Source: an optimization exercise on an open RTL-to-GDS flow (aim: small area). Production flows keep margins and buffers that such runs may drop.
Function was checked by simulation only, so behaviour that the tests miss may differ from the original.

==> inputs of 02-27 <==
Design CC, start of the top module:
module CC(
           clk,
           rst_n,
           in_valid,
           mode,
           xi,
           yi,
           out_valid,
           xo,
           yo
       );
export LEC_CHECK = 0
export CAP_MARGIN = 20
export CORE_MARGIN = 2
export CORE_UTILIZATION = 40
export CTS_BUF_LIST = sky130_fd_sc_hd__clkbuf_8
export PLACE_DENSITY = 0.6
export SLEW_MARGIN = 20
create_clock -name core_clock -period 50.0 [get_ports {clk}]
run.sh (not shown) runs the stock make flow with config.mk's settings and CLKGATE_MAP_FILE= SYNTH_SCRIPT=/design/flow/synth_recipe.tcl, a recipe that flattens the netlist after the stock synthesis.
==> inputs of 06-24, as changes to 02-27 <==
--- a/flow/design.v
+++ b/flow/design.v
@@ -47,54 +47,56 @@
             rca[k] = a[k] ^ b[k] ^ c;
             c = (a[k] & b[k]) | (c & (a[k] ^ b[k]));
         end
         rca[16] = c;
     end
 endfunction
 wire [16:0] xinc = rca({8'd0, X}, 16'd0, 1'b1);
-wire [16:0] yinc = rca({8'd0, Y}, 16'd0, 1'b1);
 wire [16:0] cinc = rca({11'd0, cnt}, 16'd0, 1'b1);
 wire [16:0] oinc = rca({14'd0, op}, 16'd0, 1'b1);
 wire m0 = md == 2'd0;
 wire m1 = md == 2'd1;
 wire cap = (st == S_IDLE && in_valid) || st == S_CAP;
 wire [1:0] pidx = (st == S_IDLE) ? 2'd0 : cnt[1:0];
 wire p0 = cap && pidx == 2'd0;
 wire p1 = cap && pidx == 2'd1;
 wire p2 = cap && pidx == 2'd2;
 wire p3 = cap && pidx == 2'd3;
 wire lastm = p3 && !m1;
 wire [7:0] xprev = ({8{lastm}} & BX) | ({8{~lastm}} & AX);
 wire [7:0] yprev = ({8{lastm}} & BE[7:0]) | ({8{~lastm}} & YU);
-wire [16:0] xsub_w = rca({{8{xprev[7]}}, xprev}, {{8{~xi[7]}}, ~xi}, 1'b1);
-wire [8:0] xsub = xsub_w[8:0];
+wire [8:0] xsub;
 wire ycin = ~(pidx == 2'd2 && m0);
-wire [16:0] ysub_w = rca({{8{yprev[7]}}, yprev}, {{8{~yi[7]}}, ~yi}, ycin);
-wire [8:0] ysub = ysub_w[8:0];
+wire [8:0] ysub;
 wire [13:0] xsub14 = {{5{xsub[8]}}, xsub};
 wire [13:0] ysub14 = {{5{ysub[8]}}, ysub};
 wire div    = st == S_DIV;
 wire render = st == S_RUN;
 wire dinit  = div && cnt[4:1] == 4'd0;            
 wire dlast  = div && cnt[4:1] == 4'd8;            
 wire [7:0] initv = DY[7:0] & {8{AQ[8]}};          
-wire [16:0] et_w = rca({8'd0, AE}, {8'd0, AR}, div & AQ[7]);
+wire [8:0] etA = ({9{cap}} & {yprev[7], yprev}) | ({9{~cap}} & {1'b0, AE});
+wire [8:0] etB = ({9{cap}} & {~yi[7], ~yi}) | ({9{~cap}} & {1'b0, AR});
+wire [16:0] et_w = rca({{7{etA[8]}}, etA}, {{7{etB[8]}}, etB}, (div & AQ[7]) | (cap & ycin));
 wire [8:0] et = et_w[8:0];
+assign ysub = et;
 wire [16:0] eu_w = rca({7'd0, et}, {8'hff, ~DY[7:0]}, 1'b0);   
 wire [9:0] eu = eu_w[9:0];
 wire       ec = ~eu[9];
 wire [7:0] rem_new = ({8{ec}} & eu[7:0]) | ({8{~ec}} & et[7:0]);
 wire qsh = div && !dinit;
 wire [8:0] fQ = ({9{qsh}} & {AQ[8], AQ[6:0], ec}) | ({9{~qsh}} & AQ[8:0]);
 wire r_new = !render && !dinit;
 wire e_new = !dinit && !dlast;
 wire [7:0] fR = ({8{render}} & AR) | ({8{dinit}} & initv) | ({8{r_new}} & rem_new);
 wire [7:0] fE = ({8{dinit}} & initv) | ({8{e_new}} & rem_new);
-wire [16:0] fX_w = rca({8'd0, AX}, {8'd0, AQ[7:0] & {8{render}}}, render & ec);
+wire [7:0] fXb = ({8{render}} & AQ[7:0]) | ({8{cap}} & ~xi);
+wire [16:0] fX_w = rca({{8{xprev[7]}}, xprev}, {{8{fXb[7]}}, fXb}, (render & ec) | cap);
 wire [7:0] fX = fX_w[7:0];
+assign xsub = fX_w[8:0];
 wire row_end  = ~first && X == AX;
 wire last_row = Y == YU;
 wire swap = div || (render && (first || row_end));
 wire div_end = div && cnt == 5'd17;
 wire mul  = st == S_MUL;
 wire o0 = op == 2'd0, o1 = op == 2'd1, o2 = op == 2'd2, o3 = op == 2'd3;
 wire smallop = m1 && !o3;
@@ -104,26 +106,26 @@
 wire sstep = cnt == (smallop ? 5'd6 : 5'd13);     
 wire oab = o0 || o1;
 wire [2:0] bi = cnt[2:0];
 wire sA_AR = m1 && o0, sA_DY = !m1 || o1, sA_AX = m1 && o2, sA_BX = m1 && o3;
 wire sB_AE = m1 && o0, sB_AQ = !m1 || o1, sB_BE = m1 && o2, sB_DY = m1 && o3;
 wire bitA = (sA_AR & AR[bi]) | (sA_DY & DY[0]) | (sA_AX & AX[bi]) | (sA_BX & BX[0]);
 wire bitB = (sB_AE & AE[bi]) | (sB_AQ & AQ[0]) | (sB_BE & BE[bi]) | (sB_DY & DY[0]);
-wire mbit = mstep & (ph ? bitB : bitA);
+wire mbit = mul & mstep & (ph ? bitB : bitA);
 wire g0 = mbit & ~ph, g1 = mbit & ph;
 wire pAR = g0 & m1 & oab, pAX = g0 & m1 & o2, pBQ = g0 & (!m1 || o3);
 wire pAE = g1 & m1 & oab, pBE = g1 & (!m1 || o2), pAQ = g1 & m1 & o3;
 wire [15:0] PM = ({16{pAR}} & {{8{AR[7]}}, AR}) | ({16{pAX}} & {{8{AX[7]}}, AX})
                | ({16{pBQ}} & {{2{BQ[13]}}, BQ}) | ({16{pAE}} & {{8{AE[7]}}, AE})
                | ({16{pBE}} & {{7{BE[8]}}, BE}) | ({16{pAQ}} & {{2{AQ[13]}}, AQ});
 wire neg  = (ph ? (m1 ? op[0] : gneg) : (m1 ? 1'b0 : ~gneg)) ^ sstep;
 wire mneg = mbit & neg;
 wire [15:0] pp = PM ^ {16{mneg}};
-wire [15:0] accin = ACC & {16{cnt != 5'd0 || ph}};
-wire [16:0] asum_w = rca(accin, pp, mneg);
+wire [15:0] accin = ACC & {16{cnt != 5'd0 || ph || !mul}};
+wire [16:0] asum_w = rca(accin, pp, mneg | render);
 wire [15:0] asum = asum_w[15:0];
 wire drop = asum[0];
 wire [15:0] acc_nx = ({16{sh}} & {asum[15], asum[15:1]}) | ({16{~sh}} & asum);
 wire d_zero = (ACC == 16'd0) && ({BR[5:0], BX} == 14'd0);
 wire x_res = st == S_OUT && !m1;
 wire x_bx  = div_end || (render && row_end && !last_row);
 wire x_inc = render && !row_end;
@@ -189,15 +191,15 @@
     cnt   <= ({5{idle}} & (5'd1)) | ({5{cnt_inc}} & (cinc[4:0])) | ({5{cnt_hld}} & (cnt));
     ph    <= mul && mstep && !ph;
     op    <= ({2{op_inc}} & (oinc[1:0])) | ({2{!cap && !last}} & (op));
     first <= fst_set | (fst_upd & row_end) | (!fst_set && !fst_upd && first);
     gneg  <= (gn_set & asum[15]) | (!gn_set && !gn_clr && gneg);
     md    <= ({2{p0}} & (mode)) | ({2{!p0}} & (md));
     YU    <= ({8{yu_ld}} & (yi)) | ({8{mul}} & (acc_nx[15:8])) | ({8{!yu_ld && !mul}} & (YU));
-    Y     <= ({8{p2}} & (yi)) | ({8{y_inc}} & (yinc[7:0])) | ({8{mul}} & (acc_nx[7:0]))
+    Y     <= ({8{p2}} & (yi)) | ({8{y_inc}} & (asum[7:0])) | ({8{mul}} & (acc_nx[7:0]))
            | ({8{out & m1}} & ({6'd0, d_zero, ~ACC[15] & ~d_zero})) | ({8{out & ~m1}} & (DY[8:1]))
            | ({8{!p2 && !y_inc && !out && !mul}} & (Y));
     AX <= ({8{ax_xi}} & (xi)) | ({8{ax_sub}} & (xsub[7:0])) | ({8{ax_sw}} & (BX))
         | ({8{!ax_xi && !ax_sub && !ax_sw}} & (AX));
     AR <= ({8{p1}} & (xsub[7:0])) | ({8{swap}} & (BR)) | ({8{!p1 && !swap}} & (AR));
     AE <= ({8{p1}} & (ysub[7:0])) | ({8{swap}} & (BE[7:0])) | ({8{!p1 && !swap}} & (AE));
     AQ <= ({14{p2}} & (xsub14)) | ({14{swap}} & ({AQ[13:9], BQ[8:0]}))
==> flow/flow/run.sh (new file) <==
#!/bin/bash
export CTS_ARGS="-sink_clustering_enable -repair_clock_nets -dont_use_dummy_load -buf_list sky130_fd_sc_hd__clkbuf_8"
export BUFFER_PORTS_ARGS="-buffer_cell sky130_fd_sc_hd__buf_1"
bash standard.sh > standard.log 2>&1
==> flow/standard.sh (new file) <==
#!/bin/bash
# synth_recipe.tcl (not shown) runs the flow's synth.tcl, then flattens the netlist and writes it again
# the make line also repeats each setting of config.mk as NAME=value (left out here)
make -C /OpenROAD-flow-scripts/flow DESIGN_CONFIG=/design/flow/config.mk WORK_HOME=/design/flow/orfs CLKGATE_MAP_FILE= SYNTH_SCRIPT=/design/flow/synth_recipe.tcl "${@:-finish}"
removed: flow/run.sh
==> inputs of 10-12, as changes to 02-27 <==
--- a/flow/design.v
+++ b/flow/design.v
@@ -27,15 +27,15 @@
 reg       valid;
 reg       gneg;
 reg       first;
 reg       ph;
 reg [7:0] X, Y, YU;
 reg [7:0] AX, AR, AE, BX, BR;
 reg [8:0] BE;           
-reg [13:0] AQ, BQ, DY;
+reg [12:0] AQ, BQ, DY;
 wire [15:0] ACC = {YU, Y};
 assign out_valid = valid;
 assign xo = X;
 assign yo = Y & {8{valid}};
 function [16:0] rca;
     input [15:0] a, b;
     input        cin;
@@ -47,95 +47,97 @@
             rca[k] = a[k] ^ b[k] ^ c;
             c = (a[k] & b[k]) | (c & (a[k] ^ b[k]));
         end
         rca[16] = c;
     end
 endfunction
 wire [16:0] xinc = rca({8'd0, X}, 16'd0, 1'b1);
-wire [16:0] yinc = rca({8'd0, Y}, 16'd0, 1'b1);
 wire [16:0] cinc = rca({11'd0, cnt}, 16'd0, 1'b1);
 wire [16:0] oinc = rca({14'd0, op}, 16'd0, 1'b1);
 wire m0 = md == 2'd0;
 wire m1 = md == 2'd1;
 wire cap = (st == S_IDLE && in_valid) || st == S_CAP;
 wire [1:0] pidx = (st == S_IDLE) ? 2'd0 : cnt[1:0];
 wire p0 = cap && pidx == 2'd0;
 wire p1 = cap && pidx == 2'd1;
 wire p2 = cap && pidx == 2'd2;
 wire p3 = cap && pidx == 2'd3;
 wire lastm = p3 && !m1;
 wire [7:0] xprev = ({8{lastm}} & BX) | ({8{~lastm}} & AX);
 wire [7:0] yprev = ({8{lastm}} & BE[7:0]) | ({8{~lastm}} & YU);
-wire [16:0] xsub_w = rca({{8{xprev[7]}}, xprev}, {{8{~xi[7]}}, ~xi}, 1'b1);
-wire [8:0] xsub = xsub_w[8:0];
+wire [8:0] xsub;
 wire ycin = ~(pidx == 2'd2 && m0);
-wire [16:0] ysub_w = rca({{8{yprev[7]}}, yprev}, {{8{~yi[7]}}, ~yi}, ycin);
-wire [8:0] ysub = ysub_w[8:0];
-wire [13:0] xsub14 = {{5{xsub[8]}}, xsub};
-wire [13:0] ysub14 = {{5{ysub[8]}}, ysub};
+wire [8:0] ysub;
+wire [12:0] xsub13 = {{4{xsub[8]}}, xsub};
+wire [12:0] ysub13 = {{4{ysub[8]}}, ysub};
 wire div    = st == S_DIV;
 wire render = st == S_RUN;
 wire dinit  = div && cnt[4:1] == 4'd0;            
 wire dlast  = div && cnt[4:1] == 4'd8;            
 wire [7:0] initv = DY[7:0] & {8{AQ[8]}};          
-wire [16:0] et_w = rca({8'd0, AE}, {8'd0, AR}, div & AQ[7]);
+wire [8:0] etA = ({9{cap}} & {yprev[7], yprev}) | ({9{~cap}} & {1'b0, AE});
+wire [8:0] etB = ({9{cap}} & {~yi[7], ~yi}) | ({9{~cap}} & {1'b0, AR});
+wire [16:0] et_w = rca({{7{etA[8]}}, etA}, {{7{etB[8]}}, etB}, (div & AQ[7]) | (cap & ycin));
 wire [8:0] et = et_w[8:0];
+assign ysub = et;
 wire [16:0] eu_w = rca({7'd0, et}, {8'hff, ~DY[7:0]}, 1'b0);   
 wire [9:0] eu = eu_w[9:0];
 wire       ec = ~eu[9];
 wire [7:0] rem_new = ({8{ec}} & eu[7:0]) | ({8{~ec}} & et[7:0]);
 wire qsh = div && !dinit;
 wire [8:0] fQ = ({9{qsh}} & {AQ[8], AQ[6:0], ec}) | ({9{~qsh}} & AQ[8:0]);
 wire r_new = !render && !dinit;
 wire e_new = !dinit && !dlast;
 wire [7:0] fR = ({8{render}} & AR) | ({8{dinit}} & initv) | ({8{r_new}} & rem_new);
 wire [7:0] fE = ({8{dinit}} & initv) | ({8{e_new}} & rem_new);
-wire [16:0] fX_w = rca({8'd0, AX}, {8'd0, AQ[7:0] & {8{render}}}, render & ec);
+wire [7:0] fXb = ({8{render}} & AQ[7:0]) | ({8{cap}} & ~xi);
+wire [16:0] fX_w = rca({{8{xprev[7]}}, xprev}, {{8{fXb[7]}}, fXb}, (render & ec) | cap);
 wire [7:0] fX = fX_w[7:0];
+assign xsub = fX_w[8:0];
 wire row_end  = ~first && X == AX;
 wire last_row = Y == YU;
 wire swap = div || (render && (first || row_end));
 wire div_end = div && cnt == 5'd17;
 wire mul  = st == S_MUL;
 wire o0 = op == 2'd0, o1 = op == 2'd1, o2 = op == 2'd2, o3 = op == 2'd3;
 wire smallop = m1 && !o3;
 wire mstep = ~(smallop && cnt > 5'd6);
 wire sh    = mul && (ph || !mstep);               
-wire last  = sh && cnt == 5'd13;
-wire sstep = cnt == (smallop ? 5'd6 : 5'd13);     
+wire last  = sh && cnt == 5'd12;
+wire sstep = cnt == (smallop ? 5'd6 : 5'd12) && !(m1 && o3 && !ph);
 wire oab = o0 || o1;
 wire [2:0] bi = cnt[2:0];
 wire sA_AR = m1 && o0, sA_DY = !m1 || o1, sA_AX = m1 && o2, sA_BX = m1 && o3;
 wire sB_AE = m1 && o0, sB_AQ = !m1 || o1, sB_BE = m1 && o2, sB_DY = m1 && o3;
 wire bitA = (sA_AR & AR[bi]) | (sA_DY & DY[0]) | (sA_AX & AX[bi]) | (sA_BX & BX[0]);
 wire bitB = (sB_AE & AE[bi]) | (sB_AQ & AQ[0]) | (sB_BE & BE[bi]) | (sB_DY & DY[0]);
-wire mbit = mstep & (ph ? bitB : bitA);
+wire mbit = mul & mstep & (ph ? bitB : bitA);
 wire g0 = mbit & ~ph, g1 = mbit & ph;
 wire pAR = g0 & m1 & oab, pAX = g0 & m1 & o2, pBQ = g0 & (!m1 || o3);
 wire pAE = g1 & m1 & oab, pBE = g1 & (!m1 || o2), pAQ = g1 & m1 & o3;
 wire [15:0] PM = ({16{pAR}} & {{8{AR[7]}}, AR}) | ({16{pAX}} & {{8{AX[7]}}, AX})
-               | ({16{pBQ}} & {{2{BQ[13]}}, BQ}) | ({16{pAE}} & {{8{AE[7]}}, AE})
-               | ({16{pBE}} & {{7{BE[8]}}, BE}) | ({16{pAQ}} & {{2{AQ[13]}}, AQ});
+               | ({16{pBQ}} & {{3{BQ[12] & !m1}}, BQ}) | ({16{pAE}} & {{8{AE[7]}}, AE})
+               | ({16{pBE}} & {{7{BE[8]}}, BE}) | ({16{pAQ}} & {{3{AQ[12]}}, AQ});
 wire neg  = (ph ? (m1 ? op[0] : gneg) : (m1 ? 1'b0 : ~gneg)) ^ sstep;
 wire mneg = mbit & neg;
 wire [15:0] pp = PM ^ {16{mneg}};
-wire [15:0] accin = ACC & {16{cnt != 5'd0 || ph}};
-wire [16:0] asum_w = rca(accin, pp, mneg);
+wire [15:0] accin = ACC & {16{cnt != 5'd0 || ph || !mul}};
+wire [16:0] asum_w = rca(accin, pp, mneg | render);
 wire [15:0] asum = asum_w[15:0];
 wire drop = asum[0];
 wire [15:0] acc_nx = ({16{sh}} & {asum[15], asum[15:1]}) | ({16{~sh}} & asum);
-wire d_zero = (ACC == 16'd0) && ({BR[5:0], BX} == 14'd0);
+wire d_zero = (ACC == 16'd0) && ({BR[4:0], BX} == 13'd0);
 wire x_res = st == S_OUT && !m1;
 wire x_bx  = div_end || (render && row_end && !last_row);
 wire x_inc = render && !row_end;
 always @(posedge clk or negedge rst_n) begin
     if (!rst_n)
         X <= 8'd0;
     else
-        X <= ({8{x_res}} & {ACC[2:0], DY[13:9]}) | ({8{x_bx}} & BX) | ({8{x_inc}} & xinc[7:0]);
+        X <= ({8{x_res}} & {ACC[3:0], DY[12:9]}) | ({8{x_bx}} & BX) | ({8{x_inc}} & xinc[7:0]);
 end
 always @(posedge clk or negedge rst_n) begin
     if (!rst_n) begin
         st    <= S_IDLE;
         valid <= 1'b0;
     end else begin
         case (st)
@@ -189,29 +191,29 @@
     cnt   <= ({5{idle}} & (5'd1)) | ({5{cnt_inc}} & (cinc[4:0])) | ({5{cnt_hld}} & (cnt));
     ph    <= mul && mstep && !ph;
     op    <= ({2{op_inc}} & (oinc[1:0])) | ({2{!cap && !last}} & (op));
     first <= fst_set | (fst_upd & row_end) | (!fst_set && !fst_upd && first);
     gneg  <= (gn_set & asum[15]) | (!gn_set && !gn_clr && gneg);
     md    <= ({2{p0}} & (mode)) | ({2{!p0}} & (md));
     YU    <= ({8{yu_ld}} & (yi)) | ({8{mul}} & (acc_nx[15:8])) | ({8{!yu_ld && !mul}} & (YU));
-    Y     <= ({8{p2}} & (yi)) | ({8{y_inc}} & (yinc[7:0])) | ({8{mul}} & (acc_nx[7:0]))
+    Y     <= ({8{p2}} & (yi)) | ({8{y_inc}} & (asum[7:0])) | ({8{mul}} & (acc_nx[7:0]))
            | ({8{out & m1}} & ({6'd0, d_zero, ~ACC[15] & ~d_zero})) | ({8{out & ~m1}} & (DY[8:1]))
            | ({8{!p2 && !y_inc && !out && !mul}} & (Y));
     AX <= ({8{ax_xi}} & (xi)) | ({8{ax_sub}} & (xsub[7:0])) | ({8{ax_sw}} & (BX))
         | ({8{!ax_xi && !ax_sub && !ax_sw}} & (AX));
     AR <= ({8{p1}} & (xsub[7:0])) | ({8{swap}} & (BR)) | ({8{!p1 && !swap}} & (AR));
     AE <= ({8{p1}} & (ysub[7:0])) | ({8{swap}} & (BE[7:0])) | ({8{!p1 && !swap}} & (AE));
-    AQ <= ({14{p2}} & (xsub14)) | ({14{swap}} & ({AQ[13:9], BQ[8:0]}))
-        | ({14{aq_sh}} & ({m1 ? drop : AQ[0], AQ[13:1]}))
-        | ({14{!p2 && !swap && !aq_sh}} & (AQ));
+    AQ <= ({13{p2}} & (xsub13)) | ({13{swap}} & ({AQ[12:9], BQ[8:0]}))
+        | ({13{aq_sh}} & ({m1 ? drop : AQ[0], AQ[12:1]}))
+        | ({13{!p2 && !swap && !aq_sh}} & (AQ));
     BX <= ({8{bx_ld}} & (xi)) | ({8{swap}} & (fX)) | ({8{ch_sh}} & ({BR[0], BX[7:1]}))
         | ({8{!bx_ld && !swap && !ch_sh}} & (BX));
-    BQ <= ({14{p3}} & (xsub14)) | ({14{swap}} & ({BQ[13:9], fQ}))
-        | ({14{bq_sh}} & ({drop, BQ[13:1]})) | ({14{!p3 && !swap && !bq_sh}} & (BQ));
-    BR <= ({8{swap}} & (fR)) | ({8{ch_sh}} & ({BR[7:6], drop, BR[5:1]}))
+    BQ <= ({13{p3}} & (xsub13)) | ({13{swap}} & ({BQ[12:9], fQ}))
+        | ({13{bq_sh}} & ({drop, BQ[12:1]})) | ({13{!p3 && !swap && !bq_sh}} & (BQ));
+    BR <= ({8{swap}} & (fR)) | ({8{ch_sh}} & ({BR[7:5], drop, BR[4:1]}))
         | ({8{!swap && !ch_sh}} & (BR));
     BE <= ({9{p1}} & ({BE[8], yi})) | ({9{p3}} & (ysub)) | ({9{swap}} & ({BE[8], fE}))
         | ({9{!p1 && !p3 && !swap}} & (BE));
-    DY <= ({14{p2}} & (ysub14)) | ({14{dy_sh}} & ({(m1 || o1) ? drop : DY[0], DY[13:1]}))
-        | ({14{!p2 && !dy_sh}} & (DY));
+    DY <= ({13{p2}} & (ysub13)) | ({13{dy_sh}} & ({(m1 || o1) ? drop : DY[0], DY[12:1]}))
+        | ({13{!p2 && !dy_sh}} & (DY));
 end
 endmodule
==> flow/flow/run.sh (new file) <==
#!/bin/bash
export CTS_ARGS="-sink_clustering_enable -repair_clock_nets -dont_use_dummy_load -buf_list sky130_fd_sc_hd__clkbuf_16 -sink_buffer_max_cap_derate 2.0"
export BUFFER_PORTS_ARGS="-buffer_cell sky130_fd_sc_hd__buf_1"
bash standard.sh > standard.log 2>&1
==> flow/standard.sh (new file) <==
#!/bin/bash
# synth_recipe.tcl (not shown) runs the flow's synth.tcl, then flattens the netlist and writes it again
# the make line also repeats each setting of config.mk as NAME=value (left out here)
make -C /OpenROAD-flow-scripts/flow DESIGN_CONFIG=/design/flow/config.mk WORK_HOME=/design/flow/orfs CLKGATE_MAP_FILE= SYNTH_SCRIPT=/design/flow/synth_recipe.tcl "${@:-finish}"
removed: flow/run.sh
==> qor summary <==
| item | 06-24 | 02-27 | 10-12 |
|---|---|---|---|
| Run status | complete, no violations | complete, no violations | stopped before the end |
| Last stage reached | - | - | 4_1_cts |
| Clock sink total | 131 | 131 | - |
| Share of synthesized area occupied by flip-flops and latches | 0.3054 | 0.2982 | 0.3057 |
| Top cell by count, worst path | fa_1 | fa_1 | - |
| Clock-pin slew reported for the worst setup and hold paths after clock tree synthesis | 0.06 ns | 0.08 ns | - |
| Worst Setup Slack, final | 30.82 ns | 36.10 ns | - |
| Share of final-layout standard cells stronger than drive strength 1 | 0.06788 | 0.07067 | - |
| Slew Limit Headroom | 0.2717 | 0.2642 | - |
| Number of instances in the synthesized netlist | 1028 | 1006 | 986 |
| Crit path arrival time | 19.56 ns | 14.24 ns | - |
| Core Region | 21760 um^2 | 22430 um^2 | - |
| Setup skew after layout | 0.02885 ns | 0.01428 ns | - |
| Period Utilization, post-route | 0.3835 | 0.2781 | - |

[re-timing with driven ports]
Ports are ideal in the flow. The routed layouts listed here were re-timed in OpenROAD.
Step 1 sets driving cells, clkbuf_16 on the clock port and buf_2 on the other inputs (assumed; they add their load-dependent delay and slew).
Step 2 times the ports against the registers' clock, not the clock port: input delays grow and output delays shrink by t, the midpoint of the rising clock arrivals with the driver on.
Slacks: ideal / step 1 / step 2; pairs: ideal / step 1.
run | shift t [ns] | setup slack, ns | pins driven straight from the clock port
02-27 | 0.510 | 36.096 / 36.115 / 35.605 | 1
06-24 | 0.486 | 30.823 / 30.835 / 30.348 | 1
After both steps setup and hold are still met in every run listed. The setup slack of 02-27, which loses most, moves by +0.019 ns with the drivers and by -0.491 ns with both steps.
